Source: an optimization exercise on an open RTL-to-GDS flow (aim: small area, a short achievable clock period and few clock cycles per item). Production flows keep margins and buffers that such runs may drop. At most, simulation tests tie the RTL to the original design; equivalence was not proved.

==> flow/design.v <==
module mdu_top(
  input  logic        clk,
  input  logic        rst,
  input  logic        mdu_in_valid,
  input  logic [2:0]  funct3,
  input  logic [31:0] mdu_in_1,
  input  logic [31:0] mdu_in_2,
  input  logic        cpu_busy,
  output logic [31:0] mdu_out,
  output logic        mdu_out_valid,
  output logic        mdu_busy,
  output logic        exception
);
  logic s_pend, s_mul, s_mcor, s_norm, s_div, s_dfix;
  logic vld;
  logic busy;
  logic [33:0] a;       
  logic [32:0] h;       
  logic [31:0] l;       
  logic        bp;      
  logic [5:0]  cnt;     
  logic [2:0]  op;
  logic        nneg;    
  logic        dneg;    
  logic        dzr;     
  logic        exc;
  logic        c_h, c_l, c_inv, c_b1, c_b2, c_binv, c_ci;
  logic        c_d1, c_d2, c_dinv;    
  assign mdu_out       = h[31:0];
  assign mdu_out_valid = vld;
  assign mdu_busy      = busy;
  assign exception     = exc;
  wire accept = mdu_in_valid & ~busy;
  wire div_signed = ~op[0];
  wire [36:0] a37 = {{3{a[33]}}, a};
  logic [36:0] add_a, add_b, add_c, cs_s, cs_c, sum;
  logic        sum_lsb;
  always_comb begin
    add_a = ({37{c_h}} & {{4{h[32]}}, h}) |
            ({37{c_l}} & {5'd0, l});
    add_a = add_a ^ {37{c_inv}};
    add_b = (({37{c_b1}} & a37) | ({37{c_b2}} & {a37[35:0], 1'b0})) ^ {37{c_binv}};
    add_c = (({37{c_d1}} & {a37[34:0], 2'b0}) | ({37{c_d2}} & {a37[33:0], 3'b0})) ^ {37{c_dinv}};
    cs_s = add_a ^ add_b ^ add_c;
    cs_c = {(add_a[35:0] & add_b[35:0]) | (add_a[35:0] & add_c[35:0]) | (add_b[35:0] & add_c[35:0]), c_ci};
    {sum, sum_lsb} = {cs_s, 1'b1} + {cs_c, c_dinv};
  end
  function automatic logic [5:0] clz32(input logic [31:0] x);
    logic [15:0] z1; logic [15:0] c1;
    logic [7:0]  z2; logic [1:0] c2 [8];
    logic [3:0]  z3; logic [2:0] c3 [4];
    logic [1:0]  z4; logic [3:0] c4 [2];
    logic        z5; logic [4:0] c5;
    for (int i = 0; i < 16; i++) begin
      z1[i] = ~(x[2*i+1] | x[2*i]);
      c1[i] = ~x[2*i+1];
    end
    for (int i = 0; i < 8; i++) begin
      z2[i] = z1[2*i+1] & z1[2*i];
      c2[i] = z1[2*i+1] ? {1'b1, c1[2*i]} : {1'b0, c1[2*i+1]};
    end
    for (int i = 0; i < 4; i++) begin
      z3[i] = z2[2*i+1] & z2[2*i];
      c3[i] = z2[2*i+1] ? {1'b1, c2[2*i]} : {1'b0, c2[2*i+1]};
    end
    for (int i = 0; i < 2; i++) begin
      z4[i] = z3[2*i+1] & z3[2*i];
      c4[i] = z3[2*i+1] ? {1'b1, c3[2*i]} : {1'b0, c3[2*i+1]};
    end
    z5 = z4[1] & z4[0];
    c5 = z4[1] ? {1'b1, c4[0]} : {1'b0, c4[1]};
    clz32 = z5 ? 6'd32 : {1'b0, c5};
  endfunction
  wire [5:0] nclz = clz32(l ^ {32{nneg}});
  wire [5:0] dclz0 = clz32(a[31:0] ^ {32{dneg}});
  wire [5:0] dclz = dclz0[5] ? 6'd31 : dclz0;
  wire [6:0] kdiff = {1'b0, dclz} - {1'b0, nclz} + {6'd0, nneg};    
  wire [4:0] k = kdiff[4:0];
  wire [33:0] a_sh = a << k;
  wire ovf = dneg & (&a) & (l == 32'h80000000);
  wire q = ~sum[36];
  wire last_mul = (cnt[3:0] == 4'd1);
  wire last_div = (cnt == 6'd1);
  wire op_mulhu = (op[1:0] == 2'd3);
  wire fix_inv = div_signed & (op[1] ? nneg : (nneg ^ dneg));
  function automatic logic [2:0] booth(input logic b2, input logic b1, input logic b0);
    booth[0] = b1 ^ b0;
    booth[1] = (b2 & ~b1 & ~b0) | (~b2 & b1 & b0);
    booth[2] = b2 & ~(b1 & b0);
  endfunction
  wire go = accept & ~(vld & cpu_busy);           
  wire resume = s_pend & ~cpu_busy;
  wire norm_fix = dzr | kdiff[6];                 
  wire need_fix = dzr | fix_inv;                  
  logic n_mul, n_mcor, n_norm, n_div, n_dfix, n_pend;
  always_comb begin
    n_pend = (accept & vld & cpu_busy) | (s_pend & cpu_busy);
    n_mul  = (go & ~funct3[2]) | (resume & ~op[2]) | (s_mul & ~last_mul);
    n_mcor = s_mul & last_mul & op_mulhu & nneg;
    n_norm = (go & funct3[2]) | (resume & op[2]);
    n_div  = (s_norm & ~norm_fix) | (s_div & ~last_div);
    n_dfix = ((s_norm & norm_fix) | (s_div & last_div)) & need_fix;
  end
  logic [2:0] bn, bn2;
  always_comb begin
    if (!busy) begin
      bn  = booth(mdu_in_1[1], mdu_in_1[0], 1'b0);
      bn2 = booth(mdu_in_1[3], mdu_in_1[2], mdu_in_1[1]);
    end else if (s_pend) begin
      bn  = booth(l[1], l[0], 1'b0);
      bn2 = booth(l[3], l[2], l[1]);
    end else begin
      bn  = booth(l[5], l[4], l[3]);
      bn2 = booth(l[7], l[6], l[5]);
    end
  end
  wire nneg_n = busy ? nneg : (mdu_in_1[31] & ~funct3[0]);
  always_ff @(posedge clk or posedge rst) begin
    if (rst) begin
      s_pend <= 1'b0; s_mul <= 1'b0; s_mcor <= 1'b0;
      s_norm <= 1'b0; s_div <= 1'b0; s_dfix <= 1'b0;
      vld  <= 1'b0;
      busy <= 1'b0;
    end else begin
      s_pend <= n_pend; s_mul <= n_mul; s_mcor <= n_mcor;
      s_norm <= n_norm; s_div <= n_div; s_dfix <= n_dfix;
      busy <= n_pend | n_mul | n_mcor | n_norm | n_div | n_dfix;
      if ((s_mul & ~n_mul & ~n_mcor) | s_mcor | s_dfix |
          (((s_norm & norm_fix) | (s_div & last_div)) & ~need_fix)) vld <= 1'b1;
      else if (~cpu_busy & (~busy | s_pend))             vld <= 1'b0;
    end
  end
  always_ff @(posedge clk) begin
    c_h    <= (s_mul & n_mul) | n_mcor | n_div | (n_dfix & ~dzr & op[1]);
    c_l    <= n_norm | (n_dfix & (dzr ? op[1] : ~op[1]));
    c_inv  <= (n_norm & nneg_n) | (n_dfix & (dzr ? ~op[1] : fix_inv));
    c_b1   <= (n_mul & bn[0]) | n_mcor | n_div;
    c_b2   <= n_mul & bn[1];
    c_binv <= (n_mul & bn[2]) | (n_div & ~dneg);
    c_d1   <= n_mul & bn2[0];
    c_d2   <= n_mul & bn2[1];
    c_dinv <= n_mul & bn2[2];
    c_ci   <= (n_mul & bn[2]) | (n_div & ~dneg) | (n_norm & nneg_n) |
              (n_dfix & ~dzr & fix_inv);
  end
  always_ff @(posedge clk) begin
    if (!busy) begin
      l    <= mdu_in_1;
      a    <= {{2{mdu_in_2[31] & (funct3[2] ? ~funct3[0] : ~funct3[1])}}, mdu_in_2};
      op   <= funct3;
      nneg <= mdu_in_1[31] & (~funct3[0] | ~funct3[2]);
      dneg <= mdu_in_2[31] & ~funct3[0];
      dzr  <= (mdu_in_2 == 32'd0);
      bp   <= 1'b0;
      cnt  <= 6'd8;
    end
    if (s_mul) begin
      exc <= 1'b0;
      bp  <= l[3];
      l   <= {sum[3:0], l[31:4]};
      cnt <= cnt - 6'd1;
      if (last_mul && op[1:0] == 2'b00) h <= {1'b0, sum[3:0], l[31:4]};
      else                              h <= sum[36:4];
    end
    if (s_mcor) h <= sum[32:0];
    if (s_norm) begin
      exc <= dzr | ovf;
      h   <= {1'b0, sum[31:0]} & {33{~(kdiff[6] & ~op[1] & ~need_fix)}};
      if (!dzr) l <= 32'd0;
      a   <= a_sh;
      cnt <= {1'b0, k} + 6'd1;
    end
    if (s_div) begin
      if (last_div && !op[1] && !need_fix) h <= {1'b0, l[30:0], q};
      else if (q) h <= sum[32:0];
      l   <= {l[30:0], q};
      a   <= {a[33], a[33:1]};
      cnt <= cnt - 6'd1;
    end
    if (s_dfix) h <= sum[32:0];
  end
endmodule
==> flow/config.mk <==
export PLATFORM = sky130hd
export DESIGN_NAME = mdu_top
export DESIGN_NICKNAME = mdu_top
export VERILOG_FILES = /design/flow/design.v
export SDC_FILE = /design/flow/constraint.sdc
export NUM_CORES = 4
export LEC_CHECK = 0
export CAP_MARGIN = 20
export CORE_MARGIN = 2
export CORE_UTILIZATION = 40
export SLEW_MARGIN = 20
==> flow/constraint.sdc <==
create_clock -name core_clock -period 10.0 [get_ports {clk}]
set_input_delay 2.0000 -clock core_clock [delete_from_list [all_inputs] [get_ports {clk}]]
set_output_delay 2.0000 -clock core_clock [all_outputs]
set_load 0.01 [all_outputs]
run.sh (not shown) runs the stock make flow with config.mk's settings and CLKGATE_MAP_FILE= SYNTH_SCRIPT=/design/flow/synth_recipe.tcl, a recipe that flattens the netlist after the stock synthesis.
The baseline finished with timing, DRC and antenna clean.
Then changed:
--- a/flow/design.v
+++ b/flow/design.v
@@ -24,6 +24,8 @@
   logic        dneg;    
   logic        dzr;     
   logic        exc;
+  logic [5:0]  nclz;    
+  logic [5:0]  dclz;    
   logic        c_h, c_l, c_inv, c_b1, c_b2, c_binv, c_ci;
   logic        c_d1, c_d2, c_dinv;    
   assign mdu_out       = h[31:0];
@@ -71,9 +73,7 @@
     c5 = z4[1] ? {1'b1, c4[0]} : {1'b0, c4[1]};
     clz32 = z5 ? 6'd32 : {1'b0, c5};
   endfunction
-  wire [5:0] nclz = clz32(l ^ {32{nneg}});
-  wire [5:0] dclz0 = clz32(a[31:0] ^ {32{dneg}});
-  wire [5:0] dclz = dclz0[5] ? 6'd31 : dclz0;
+  wire [5:0] dclz_in = clz32(mdu_in_2 ^ {32{mdu_in_2[31] & ~funct3[0]}});
   wire [6:0] kdiff = {1'b0, dclz} - {1'b0, nclz} + {6'd0, nneg};    
   wire [4:0] k = kdiff[4:0];
   wire [33:0] a_sh = a << k;
@@ -151,6 +151,8 @@
       nneg <= mdu_in_1[31] & (~funct3[0] | ~funct3[2]);
       dneg <= mdu_in_2[31] & ~funct3[0];
       dzr  <= (mdu_in_2 == 32'd0);
+      nclz <= clz32(mdu_in_1 ^ {32{mdu_in_1[31] & ~funct3[0]}});
+      dclz <= dclz_in[5] ? 6'd31 : dclz_in;
       bp   <= 1'b0;
       cnt  <= 6'd8;
     end
Result:
- die area went up by 1.8%
- utilization is lower by 0.36 points
- clock-buffer cell count grows by 1
- final area went up by 1.5%
Testbench counts after the change, summed over its fixed seeds: cycles 18,533, ops 2,400.
No functional check of the RTL was part of the first run of this note.

Setup of main:
Another version of the RTL of mdu_top (not shown whole).
Size: roughly 1,700 cells after synthesis, roughly 130 flip-flops, roughly 110 I/O pins, roughly 13,000 um2 of cells after synthesis.
==> module mdu_top, before the edit <==
module mdu_top(
  input  logic        clk,
  input  logic        rst,
  input  logic        mdu_in_valid,
  input  logic [2:0]  funct3,
  input  logic [31:0] mdu_in_1,
  input  logic [31:0] mdu_in_2,
  input  logic        cpu_busy,
  output logic [31:0] mdu_out,
  output logic        mdu_out_valid,
  output logic        mdu_busy,
  output logic        exception
);
  logic s_pend, s_mul, s_mcor, s_dneg, s_div, s_dfix;
  logic vld;
  logic busy;
  logic [32:0] a;       
  logic [32:0] h;       
  logic [31:0] l;       
  logic        bp;      
  logic        hz;      
  logic [5:0]  cnt;     
  logic [2:0]  op;
  logic        nneg;    
  logic        dneg;    
  logic        dzr;     
  logic        exc;
  logic        c_h, c_hs, c_l31, c_l, c_inv, c_b1, c_b2, c_binv, c_ci;
  assign mdu_out       = h[31:0];
  assign mdu_out_valid = vld;
  assign mdu_busy      = busy;
  assign exception     = exc;
  wire accept = mdu_in_valid & ~busy;
  wire div_signed = ~op[0];
  wire [32:0] he = h & {33{~hz}};
  logic [31:0] sm;                              
  always_comb begin
    sm = a[31:0];
    sm = sm | (sm >> 1);
    sm = sm | (sm >> 2);
    sm = sm | (sm >> 4);
    sm = sm | (sm >> 8);
    sm = sm | (sm >> 16);
  end
  wire [31:0] hi_mask = ~(sm >> 1);             
  wire ovf = dneg & (a[31:0] == 32'd0) & (l == 32'h80000000);
  wire [47:0] r16 = {he[31:0], l[31:16]};
  wire [35:0] r4  = {he[31:0], l[31:28]};
  wire skip16 = (cnt[5] | cnt[4]) & ~|(r16[47:32]) & ~|(r16[31:0] & hi_mask);
  wire skip4  = (|cnt[5:2]) & ~|(r4[35:32]) & ~|(r4[31:0] & hi_mask);
  wire [34:0] a35 = {{2{a[32]}}, a};
  logic [34:0] add_a, add_b, sum;
  logic        sum_lsb;
  always_comb begin
    add_a = ({35{c_h}}  & {{2{h[32]}}, h}) |
            ({35{c_hs}} & {1'b0, h[32:0], 1'b0}) |
            {34'd0, c_l31 & l[31]} |
            ({35{c_l}}  & {3'd0, l});
    add_a = add_a ^ {35{c_inv}};
    add_b = (({35{c_b1}} & a35) | ({35{c_b2}} & {a35[33:0], 1'b0})) ^ {35{c_binv}};
    {sum, sum_lsb} = {add_a, 1'b1} + {add_b, c_ci};
  end
  wire q = ~sum[34];
  wire last_mul = (cnt[4:0] == 5'd1);
  wire op_mulhu = (op[1:0] == 2'd3);
  wire div_first_special = hz & (dzr | nneg);
  wire div_last = skip16 ? (cnt == 6'd16) : skip4 ? (cnt == 6'd4) : (cnt == 6'd1);
  wire fix_inv = div_signed & (op[1] ? nneg : (nneg ^ dneg));
  function automatic logic [2:0] booth(input logic b2, input logic b1, input logic b0);
    booth[0] = b1 ^ b0;
    booth[1] = (b2 & ~b1 & ~b0) | (~b2 & b1 & b0);
    booth[2] = b2 & ~(b1 & b0);
  endfunction
  wire go = accept & ~(vld & cpu_busy);           
  wire resume = s_pend & ~cpu_busy;
  logic n_mul, n_mcor, n_dneg, n_div, n_dfix, n_pend;
  always_comb begin
    n_pend = (accept & vld & cpu_busy) | (s_pend & cpu_busy);
    n_mul  = (go & ~funct3[2]) | (resume & ~op[2]) | (s_mul & ~last_mul);
    n_mcor = s_mul & last_mul & op_mulhu & l[1];
    n_dneg = s_div & hz & ~dzr & nneg;
    n_div  = (go & funct3[2]) | (resume & op[2]) | s_dneg |
             (s_div & ~div_first_special & ~div_last);
    n_dfix = (s_div & hz & dzr) | (s_div & ~div_first_special & div_last);
  end
  logic [2:0] bn;
  always_comb begin
    if (!busy)       bn = booth(mdu_in_1[1], mdu_in_1[0], 1'b0);
    else if (s_pend) bn = booth(l[1], l[0], 1'b0);
    else             bn = booth(l[3], l[2], l[1]);
  end
  wire dneg_n = busy ? dneg : (mdu_in_2[31] & ~funct3[0]);
  always_ff @(posedge clk or posedge rst) begin
    if (rst) begin
      s_pend <= 1'b0; s_mul <= 1'b0; s_mcor <= 1'b0;
      s_dneg <= 1'b0; s_div <= 1'b0; s_dfix <= 1'b0;
      vld  <= 1'b0;
      busy <= 1'b0;
    end else begin
      s_pend <= n_pend; s_mul <= n_mul; s_mcor <= n_mcor;
      s_dneg <= n_dneg; s_div <= n_div; s_dfix <= n_dfix;
      busy <= n_pend | n_mul | n_mcor | n_dneg | n_div | n_dfix;
      if ((s_mul & ~n_mul & ~n_mcor) | s_mcor | s_dfix) vld <= 1'b1;
      else if (~cpu_busy & (~busy | s_pend))             vld <= 1'b0;
    end
  end
  always_ff @(posedge clk) begin
    c_h    <= (s_mul & n_mul) | n_mcor | (n_dfix & ~dzr & op[1]);
    c_hs   <= n_div & (s_div | s_dneg);
    c_l31  <= n_div;
    c_l    <= n_dneg | (n_dfix & (dzr ? op[1] : ~op[1]));
    c_inv  <= n_dneg | (n_dfix & (dzr ? ~op[1] : fix_inv));
    c_b1   <= (n_mul & bn[0]) | n_mcor | n_div;
    c_b2   <= n_mul & bn[1];
    c_binv <= (n_mul & bn[2]) | n_div;
    c_ci   <= (n_mul & bn[2]) | (n_div & ~dneg_n) | n_dneg | (n_dfix & ~dzr & fix_inv);
  end
  always_ff @(posedge clk) begin
    if (!busy) begin
      l    <= mdu_in_1;
      if (funct3[2])
        a  <= {1'b0, mdu_in_2 ^ {32{mdu_in_2[31] & ~funct3[0]}}};
      else
        a  <= {mdu_in_2[31] & ~funct3[1], mdu_in_2};
      op   <= funct3;
      nneg <= mdu_in_1[31] & ~funct3[0];
      dneg <= mdu_in_2[31] & ~funct3[0];
      dzr  <= (mdu_in_2 == 32'd0);
      bp   <= 1'b0;
      hz   <= 1'b1;
      cnt  <= funct3[2] ? 6'd32 : 6'd16;
    end
    if (s_mul) begin
      hz  <= 1'b0;
      exc <= 1'b0;
      bp  <= l[1];
      l   <= {sum[1:0], l[31:2]};
      cnt <= cnt - 6'd1;
      if (last_mul && op[1:0] == 2'b00) h <= {1'b0, sum[1:0], l[31:2]};
      else                              h <= sum[34:2];
    end
    if (s_mcor) h <= sum[32:0];
    if (s_dneg) begin
      l  <= sum[31:0];
      h  <= 33'd0;
      hz <= 1'b0;
    end
    if (s_div) begin
      if (hz) exc <= dzr | ovf;
      if (!div_first_special) begin
        hz <= 1'b0;
        if (skip16) begin
          h <= {1'b0, r16[31:0]};
          l <= {l[15:0], 16'd0};
          cnt <= cnt - 6'd16;
        end else if (skip4) begin
          h <= {1'b0, r4[31:0]};
          l <= {l[27:0], 4'd0};
          cnt <= cnt - 6'd4;
        end else begin
          h <= q ? {1'b0, sum[31:0]} : {he[31:0], l[31]};
          l <= {l[30:0], q};
          cnt <= cnt - 6'd1;
        end
      end
    end
    if (s_dfix) h <= sum[32:0];
  end
endmodule
Settings: LEC_CHECK=0, CAP_MARGIN=20, CORE_MARGIN=2, CORE_UTILIZATION=40, SLEW_MARGIN=20; clock period 10.0 ns.
Testbench counts of main, summed over its fixed seeds: cycles 32,869, ops 2,400.
For the feature branch, these inputs were changed with respect to main:
--- a/flow/design.v
+++ b/flow/design.v
@@ -26,6 +26,7 @@
   logic        dzr;     
   logic        exc;
   logic        c_h, c_hs, c_l31, c_l, c_inv, c_b1, c_b2, c_binv, c_ci;
+  logic        c_d1, c_d2, c_dinv;    
   assign mdu_out       = h[31:0];
   assign mdu_out_valid = vld;
   assign mdu_busy      = busy;
@@ -48,20 +49,23 @@
   wire [35:0] r4  = {he[31:0], l[31:28]};
   wire skip16 = (cnt[5] | cnt[4]) & ~|(r16[47:32]) & ~|(r16[31:0] & hi_mask);
   wire skip4  = (|cnt[5:2]) & ~|(r4[35:32]) & ~|(r4[31:0] & hi_mask);
-  wire [34:0] a35 = {{2{a[32]}}, a};
-  logic [34:0] add_a, add_b, sum;
+  wire [36:0] a37 = {{4{a[32]}}, a};
+  logic [36:0] add_a, add_b, add_c, cs_s, cs_c, sum;
   logic        sum_lsb;
   always_comb begin
-    add_a = ({35{c_h}}  & {{2{h[32]}}, h}) |
-            ({35{c_hs}} & {1'b0, h[32:0], 1'b0}) |
-            {34'd0, c_l31 & l[31]} |
-            ({35{c_l}}  & {3'd0, l});
-    add_a = add_a ^ {35{c_inv}};
-    add_b = (({35{c_b1}} & a35) | ({35{c_b2}} & {a35[33:0], 1'b0})) ^ {35{c_binv}};
-    {sum, sum_lsb} = {add_a, 1'b1} + {add_b, c_ci};
+    add_a = ({37{c_h}}  & {{4{h[32]}}, h}) |
+            ({37{c_hs}} & {3'b0, h[32:0], 1'b0}) |
+            {36'd0, c_l31 & l[31]} |
+            ({37{c_l}}  & {5'd0, l});
+    add_a = add_a ^ {37{c_inv}};
+    add_b = (({37{c_b1}} & a37) | ({37{c_b2}} & {a37[35:0], 1'b0})) ^ {37{c_binv}};
+    add_c = (({37{c_d1}} & {a37[34:0], 2'b0}) | ({37{c_d2}} & {a37[33:0], 3'b0})) ^ {37{c_dinv}};
+    cs_s = add_a ^ add_b ^ add_c;
+    cs_c = {(add_a[35:0] & add_b[35:0]) | (add_a[35:0] & add_c[35:0]) | (add_b[35:0] & add_c[35:0]), c_ci};
+    {sum, sum_lsb} = {cs_s, 1'b1} + {cs_c, c_dinv};
   end
-  wire q = ~sum[34];
-  wire last_mul = (cnt[4:0] == 5'd1);
+  wire q = ~sum[36];
+  wire last_mul = (cnt[3:0] == 4'd1);
   wire op_mulhu = (op[1:0] == 2'd3);
   wire div_first_special = hz & (dzr | nneg);
   wire div_last = skip16 ? (cnt == 6'd16) : skip4 ? (cnt == 6'd4) : (cnt == 6'd1);
@@ -77,17 +81,24 @@
   always_comb begin
     n_pend = (accept & vld & cpu_busy) | (s_pend & cpu_busy);
     n_mul  = (go & ~funct3[2]) | (resume & ~op[2]) | (s_mul & ~last_mul);
-    n_mcor = s_mul & last_mul & op_mulhu & l[1];
+    n_mcor = s_mul & last_mul & op_mulhu & nneg;
     n_dneg = s_div & hz & ~dzr & nneg;
     n_div  = (go & funct3[2]) | (resume & op[2]) | s_dneg |
              (s_div & ~div_first_special & ~div_last);
     n_dfix = (s_div & hz & dzr) | (s_div & ~div_first_special & div_last);
   end
-  logic [2:0] bn;
+  logic [2:0] bn, bn2;
   always_comb begin
-    if (!busy)       bn = booth(mdu_in_1[1], mdu_in_1[0], 1'b0);
-    else if (s_pend) bn = booth(l[1], l[0], 1'b0);
-    else             bn = booth(l[3], l[2], l[1]);
+    if (!busy) begin
+      bn  = booth(mdu_in_1[1], mdu_in_1[0], 1'b0);
+      bn2 = booth(mdu_in_1[3], mdu_in_1[2], mdu_in_1[1]);
+    end else if (s_pend) begin
+      bn  = booth(l[1], l[0], 1'b0);
+      bn2 = booth(l[3], l[2], l[1]);
+    end else begin
+      bn  = booth(l[5], l[4], l[3]);
+      bn2 = booth(l[7], l[6], l[5]);
+    end
   end
   wire dneg_n = busy ? dneg : (mdu_in_2[31] & ~funct3[0]);
   always_ff @(posedge clk or posedge rst) begin
@@ -113,6 +124,9 @@
     c_b1   <= (n_mul & bn[0]) | n_mcor | n_div;
     c_b2   <= n_mul & bn[1];
     c_binv <= (n_mul & bn[2]) | n_div;
+    c_d1   <= n_mul & bn2[0];
+    c_d2   <= n_mul & bn2[1];
+    c_dinv <= n_mul & bn2[2];
     c_ci   <= (n_mul & bn[2]) | (n_div & ~dneg_n) | n_dneg | (n_dfix & ~dzr & fix_inv);
   end
   always_ff @(posedge clk) begin
@@ -123,21 +137,21 @@
       else
         a  <= {mdu_in_2[31] & ~funct3[1], mdu_in_2};
       op   <= funct3;
-      nneg <= mdu_in_1[31] & ~funct3[0];
+      nneg <= mdu_in_1[31] & (~funct3[0] | ~funct3[2]);
       dneg <= mdu_in_2[31] & ~funct3[0];
       dzr  <= (mdu_in_2 == 32'd0);
       bp   <= 1'b0;
       hz   <= 1'b1;
-      cnt  <= funct3[2] ? 6'd32 : 6'd16;
+      cnt  <= funct3[2] ? 6'd32 : 6'd8;
     end
     if (s_mul) begin
       hz  <= 1'b0;
       exc <= 1'b0;
-      bp  <= l[1];
-      l   <= {sum[1:0], l[31:2]};
+      bp  <= l[3];
+      l   <= {sum[3:0], l[31:4]};
       cnt <= cnt - 6'd1;
-      if (last_mul && op[1:0] == 2'b00) h <= {1'b0, sum[1:0], l[31:2]};
-      else                              h <= sum[34:2];
+      if (last_mul && op[1:0] == 2'b00) h <= {1'b0, sum[3:0], l[31:4]};
+      else                              h <= sum[36:4];
     end
     if (s_mcor) h <= sum[32:0];
     if (s_dneg) begin
==> summary.txt <==
Looking at critical path depth, the feature branch sits 1 above main.
Comparing the feature branch and main, the higher via count was measured on the feature branch.
In the feature branch the minimum setup slack in the final design turned out 880 ps lower than in main.
Max synthesized cell count across the feature branch and main: the feature branch
The feature branch — number of antenna violations at the first check in global routing 1 lower, main as reference
Only the layout flow was run in the feature branch; the RTL was not checked for function there.

==> port drivers added, routing unchanged <==
The results above use ideal ports. As a check the final layouts listed here were re-extracted and re-timed, cells and wires unchanged. Step 1 sets driving cells, clkbuf_16 on the clock port and buf_2 on the other inputs (assumed; they add their load-dependent delay and slew). Step 2 adds t to the input delays and takes it off the output delays; t is the mean of the earliest and latest rising clock arrival at the registers after step 1. Input paths then give back, and output paths get back, about the clock's delay inside the block. Slacks: no drivers / after step 1 / after step 2; pairs: no drivers / after step 1.
run	t, ns	setup slack, ns	hold slack, ns	worst register clock-pin slew, ns	cell pins on the clock port's net
the first run of note 1	0.517	3.999 / 3.999 / 3.999	0.515 / 0.515 / 0.515	0.07 / 0.07	1
the second run of note 1	0.508	4.439 / 4.439 / 4.439	0.608 / 0.608 / 0.608	0.07 / 0.07	1
main	0.492	5.204 / 5.204 / 5.204	0.523 / 0.523 / 0.523	0.07 / 0.07	1
the feature branch	0.518	4.324 / 4.324 / 4.324	0.604 / 0.604 / 0.604	0.08 / 0.08	1
After both steps every run listed still meets setup and hold.
